Background: an optimization exercise with open tools, aiming at small area. Do not read the settings as production practice. In this exercise RTL edits were held to simulation tests only and were not proved equivalent to the original. No driver is modelled on the clock port, so clock power and skew are understated where the tree is cut down; a real chip needs a root buffer or a tree. Power and IR drop assume default switching activity.

==> flow/design.v <==
module timebase(input clk, input rst, output divclk, output divclk2, output divclk3,
                output rise1, output rise2, output rise3);
    reg [5:0] c;
    reg [1:0] m4;
    reg [2:0] m7;
    reg [2:0] m5;
    wire e = (c[4:0] == 5'b10001);
    wire fb = ~(c[5] ^ c[4]) ^ e;
    always @(posedge clk) begin
        if (rst) begin
            c <= 6'b110001;
            m4 <= 2'd0;
            m7 <= 3'b111;
            m5 <= 3'b000;
        end else begin
            c <= {c[4:0], fb};
            if (e) begin
                m4 <= m4 + 2'd1;
                m7 <= {m7[1:0], m7[2] ^ m7[1]};
                if (m4 == 2'd3) m5 <= {m5[1:0], !(m5[2] | m5[1])};
            end
        end
    end
    wire m7z = m7[2] & m7[1] & m7[0];                
    wire m7h = (m7[0] & !m7[1]) | (m7[1] & m7[2]);   
    wire m5z = !m5[2] & !m5[0];                       
    wire m5o = m5[0] & !m5[1];                        
    wire m5t = m5[1] & m5[0];                         
    assign divclk3 = m4[1] ^ m4[0];
    assign rise3 = e && (m4 == 2'd0);
    assign divclk = !(m4[0] ^ m7h);
    assign rise1 = e && m7z && !m4[0];
    assign divclk2 = m5z ? (m4 != 2'd0) : m5o ? 1'b1 : m5t ? (m4 != 2'd3) : 1'b0;
    assign rise2 = e && m5z && (m4 == 2'd0);
endmodule
module phase(input clk, input rst, input rise3, output u, output ball_on, output paddle_on1,
             output paddle_on2, output reg p, output D1, output D2);
    reg s1, s0;
    wire R = !s1 & s0;
    assign u = s0;
    assign ball_on = !s1;
    assign paddle_on1 = s1 & !s0;
    assign paddle_on2 = s1 & s0;
    always @(posedge clk) begin
        if (rst) begin
            s1 <= 1'b0;
            s0 <= 1'b1;
            p <= 1'b1;
        end else if (rise3) begin
            s1 <= !s0;
            s0 <= s1 & !s0;
            p <= !p | R;
        end
    end
    assign D1 = p;
    assign D2 = R | !p;
endmodule
module paddles(input clk, input rst, input rise2, input p1b1, input p1b2, input p2b1, input p2b2,
               output reg [2:0] P1, output reg [2:0] P2);
    function [2:0] pnext;
        input [2:0] q;
        input bdn, bup;
        reg z, f, up, dn;
        begin
            z = !q[2] & !q[0];
            f = q[2] & !q[1];
            up = bup & (bdn ? z : !f);
            dn = bdn & !bup & !z;
            pnext = up ? {q[1], q[0], !q[2]} : dn ? {!q[0], q[2], q[1]} : q;
        end
    endfunction
    always @(posedge clk) begin
        if (rst) begin
            P1 <= 3'd0;
            P2 <= 3'd0;
        end else if (rise2) begin
            P1 <= pnext(P1, p1b1, p1b2);
            P2 <= pnext(P2, p2b1, p2b2);
        end
    end
endmodule
module pbin(input [2:0] q, output [2:0] b);
    assign b = {q[2] & !q[0], q[1] & q[0], q[2] ^ q[1] ^ q[0]};
endmodule
module ballst(input clk, input rst, input en, input [2:0] P1, input [2:0] P2,
              output reg [2:0] X, output reg [2:0] Y, output reg [3:0] sc1, output reg [3:0] sc2);
    reg mv, rt, dy;
    wire yb = (Y == 3'd0);
    wire yt = (Y == 3'd7);
    wire edg = yb | yt;
    wire [2:0] Pj = dy ? P1 : P2;
    wire [2:0] Pm;
    pbin pb(Pj, Pm);
    wire [2:0] d = X - Pm;
    wire h0 = (d == 3'd0), h1 = (d == 3'd1), h2 = (d == 3'd2);
    wire miss = edg & !(h0 | h1 | h2);
    wire nmv = edg ? (h0 | h2) : mv;
    wire nrt = edg ? h2 : ((X == 3'd0) | (rt & (X != 3'd7)));
    wire ndy = dy ^ edg;
    wire [2:0] nX = miss ? 3'd4 : !nmv ? X : nrt ? X + 3'd1 : X - 3'd1;
    wire [2:0] nY = miss ? (dy ? 3'd3 : 3'd5) : ndy ? Y + 3'd1 : Y - 3'd1;
    always @(posedge clk) begin
        if (rst) begin
            X <= 3'd4; Y <= 3'd4; mv <= 1'b1; rt <= 1'b1; dy <= 1'b1;
            sc1 <= 4'd0; sc2 <= 4'd0;
        end else if (en) begin
            X <= nX; Y <= nY; mv <= nmv; rt <= nrt; dy <= ndy;
            if (miss & yb) sc1 <= sc1 + 4'd1;
            if (miss & yt) sc2 <= sc2 + 4'd1;
        end
    end
endmodule
module pmask(input [2:0] q, output [7:0] m);
    assign m = {q[2] & !q[1], q[2] & !q[0], q[2], q[1], q[0], !q[2], !q[2] & !q[1], !q[2] & !q[0]};
endmodule
module matrix(input ball_on, input paddle_on1, input [2:0] X, input [2:0] Y, input [2:0] P1,
              input [2:0] P2, output [7:0] Ox, output [7:0] Oy);
    wire [2:0] Pm = paddle_on1 ? P1 : P2;
    wire [7:0] pm;
    pmask mk(Pm, pm);
    assign Ox = ball_on ? (8'd1 << X) : pm;
    assign Oy = ball_on ? ~(8'd1 << Y) : paddle_on1 ? 8'b01111111 : 8'b11111110;
endmodule
module segs(input p, input [3:0] sc1, input [3:0] sc2, output reg [6:0] seg);
    wire [3:0] sc = p ? sc1 : sc2;
    always @(*) begin
        case (sc)
            4'd0: seg = 7'b1000000;
            4'd1: seg = 7'b1111001;
            4'd2: seg = 7'b0100100;
            4'd3: seg = 7'b0110000;
            4'd4: seg = 7'b0011001;
            4'd5: seg = 7'b0010010;
            4'd6: seg = 7'b0000010;
            4'd7: seg = 7'b1111000;
            4'd9: seg = 7'b0010000;
            default: seg = 7'b0000000;
        endcase
    end
endmodule
module ping_pong(Ox,Oy,sysclk,rst,p1b1,p1b2,p2b1,p2b2,divclk,divclk2,divclk3,DA,D1,D2,Dt1,Dt2);
    input sysclk;
    input rst;
    input p1b1;
    input p1b2;
    input p2b1;
    input p2b2;
    output [7:0] Ox;
    output [7:0] Oy;
    output [6:0] DA;
    output D1, D2;
    output Dt1, Dt2;
    output divclk, divclk2, divclk3;
    assign Dt1 = 1'b1;
    assign Dt2 = 1'b1;
    wire rise1, rise2, rise3, u, ball_on, paddle_on1, paddle_on2, p;
    wire [2:0] P1, P2, X, Y;
    wire [3:0] sc1, sc2;
    timebase tb(sysclk, rst, divclk, divclk2, divclk3, rise1, rise2, rise3);
    phase ph(sysclk, rst, rise3, u, ball_on, paddle_on1, paddle_on2, p, D1, D2);
    paddles pd(sysclk, rst, rise2, p1b1, p1b2, p2b1, p2b2, P1, P2);
    ballst bl(sysclk, rst, rise1 & u, P1, P2, X, Y, sc1, sc2);
    matrix mx(ball_on, paddle_on1, X, Y, P1, P2, Ox, Oy);
    segs sg(p, sc1, sc2, DA);
endmodule
clock: 14.0 ns
lec_check: 0
cap_margin: 20
core_margin: 2
core_utilization: 60
gpl_timing_driven: 0
slew_margin: 20
standard.sh (not shown) runs the stock make flow with config.mk's settings and CLKGATE_MAP_FILE= SYNTH_SCRIPT=/design/flow/synth_recipe.tcl, a recipe that flattens the netlist after the stock synthesis.
==> flow/flow/run.sh <==
#!/bin/bash
# Own layout flow: the standard ORFS flow (standard.sh, on a copy of the
# ORFS scripts) with these changes:
#  - synthesis: ABC maps the logic with an area-oriented script
#    (flow/abc_area.script) instead of ORFS's speed script, and no half/full
#    adder cells are extracted, so ABC optimises adder logic with the rest.
#    Register inference, flattening and renaming are the standard synthesis's.
#  - placement: ports are buffered with buf_1.
#  - CTS: flow/manual_cts.tcl replaces clock_tree_synthesis: the clock port
#    drives one root clkbuf_2, which drives N leaf clkbuf_4s, each at the centre
#    of an equal-size cluster of registers; N is the smallest from 4 to 8 whose
#    estimated register clock-pin slew is at most 100 ps. Every register gets
#    its clock through the same two buffer levels. The rest of the CTS step
#    (placement legalisation, timing repair) and everything after it is
#    unchanged.
# The make output goes to flow_make.log and each ORFS step's log to orfs/logs/.
set -euo pipefail
W=$(pwd)
SD=$W/scripts
rm -rf $SD
cp -r "$FLOW_HOME/scripts" $SD
# synth.tcl with the ABC script replaced right after the preamble
awk -v abc="$W/flow/abc_area.script" '{print} /^source .*synth_preamble.tcl/ {print "set abc_args [list -script " abc " {*}$lib_args {*}$lib_dont_use_args -constr $::env(OBJECTS_DIR)/abc.constr]"}' \
    "$FLOW_HOME/scripts/synth.tcl" > $SD/synth.tcl
grep -q "flow/abc_area.script" $SD/synth.tcl
# cts.tcl with the hand-built clock tree in place of clock_tree_synthesis
awk -v m="$W/flow/manual_cts.tcl" '/^log_cmd clock_tree_synthesis/ {print "source " m; print "manual_cts sysclk sky130_fd_sc_hd__clkbuf_2 sky130_fd_sc_hd__clkbuf_4 4 8 0.100"; print "set_propagated_clock [all_clocks]"; next} {print}' \
    "$FLOW_HOME/scripts/cts.tcl" > $SD/cts.tcl
grep -q "^manual_cts " $SD/cts.tcl
bash $W/standard.sh SCRIPTS_DIR=$SD ADDER_MAP_FILE= \
    "BUFFER_PORTS_ARGS=-buffer_cell sky130_fd_sc_hd__buf_1" finish > $W/flow_make.log 2>&1
==> flow/flow/abc_area.script <==
strash
drf
fraig
dch -f
fraig
drw
resub
dc2
resub -K 8 -z
dc2 -b
dch -f
amap -F 50 -A 50
topo
Other scripts of this flow, unchanged in this note and not shown: flow/flow/manual_cts.tcl
The baseline completed without violations.
Change:
--- a/flow/flow/run.sh
+++ b/flow/flow/run.sh
@@ -28,4 +28,4 @@
     "$FLOW_HOME/scripts/cts.tcl" > $SD/cts.tcl
 grep -q "^manual_cts " $SD/cts.tcl
-bash $W/standard.sh SCRIPTS_DIR=$SD ADDER_MAP_FILE= \
+bash $W/standard.sh SCRIPTS_DIR=$SD ADDER_MAP_FILE= SYNTH_INSBUF=0 \
     "BUFFER_PORTS_ARGS=-buffer_cell sky130_fd_sc_hd__buf_1" finish > $W/flow_make.log 2>&1
==> flow/flow/abc_area.script (replaced) <==
strash
&get -n
&deepsyn -T 15
&put
drf
fraig
dch -f
fraig
drw
resub
dc2
resub -K 8 -z
dc2 -b
dch -f
amap -F 50 -A 50
topo
Effect: Routed wire length rose by a few percent. Critical path depth is higher by 2. Total power increases by a little under a tenth. Setup slack gets better by 0.16 ns. Clock power goes up slightly. Design area is higher slightly. Synthesized area climbs slightly. Combinational power is higher by a quarter to a third.
No run of this note takes its clock network from TritonCTS; it comes from the design's own scripts or RTL.

## re-timing with driven ports
In the flow no input, the clock included, has a driving cell. The finished layouts below were timed again as built, in two steps.
Step 1, drivers: a clkbuf_16 drives sysclk and a buf_2 each remaining input, both assumed.
Step 2, shift: input delay + t, output delay - t, t = (earliest + latest rising clock arrival at the registers) / 2. This alone moves slack from input paths to output paths.
Slacks: ideal ports / drivers / drivers and shift; pairs: ideal ports / drivers.
| run | shift t [ns] | setup slack, ns | hold WS [ns] | worst setup path at the end | cell pins on the clock port's net |
|---|---|---|---|---|---|
| the first run | 0.379 | 8.652 / 8.628 / 9.007 | 0.432 / 0.432 / 0.432 | register to output | 1 |
| the second run | 0.381 | 8.811 / 8.788 / 9.169 | 0.432 / 0.432 / 0.432 | register to output | 1 |
After both steps setup and hold are still met in every run listed.
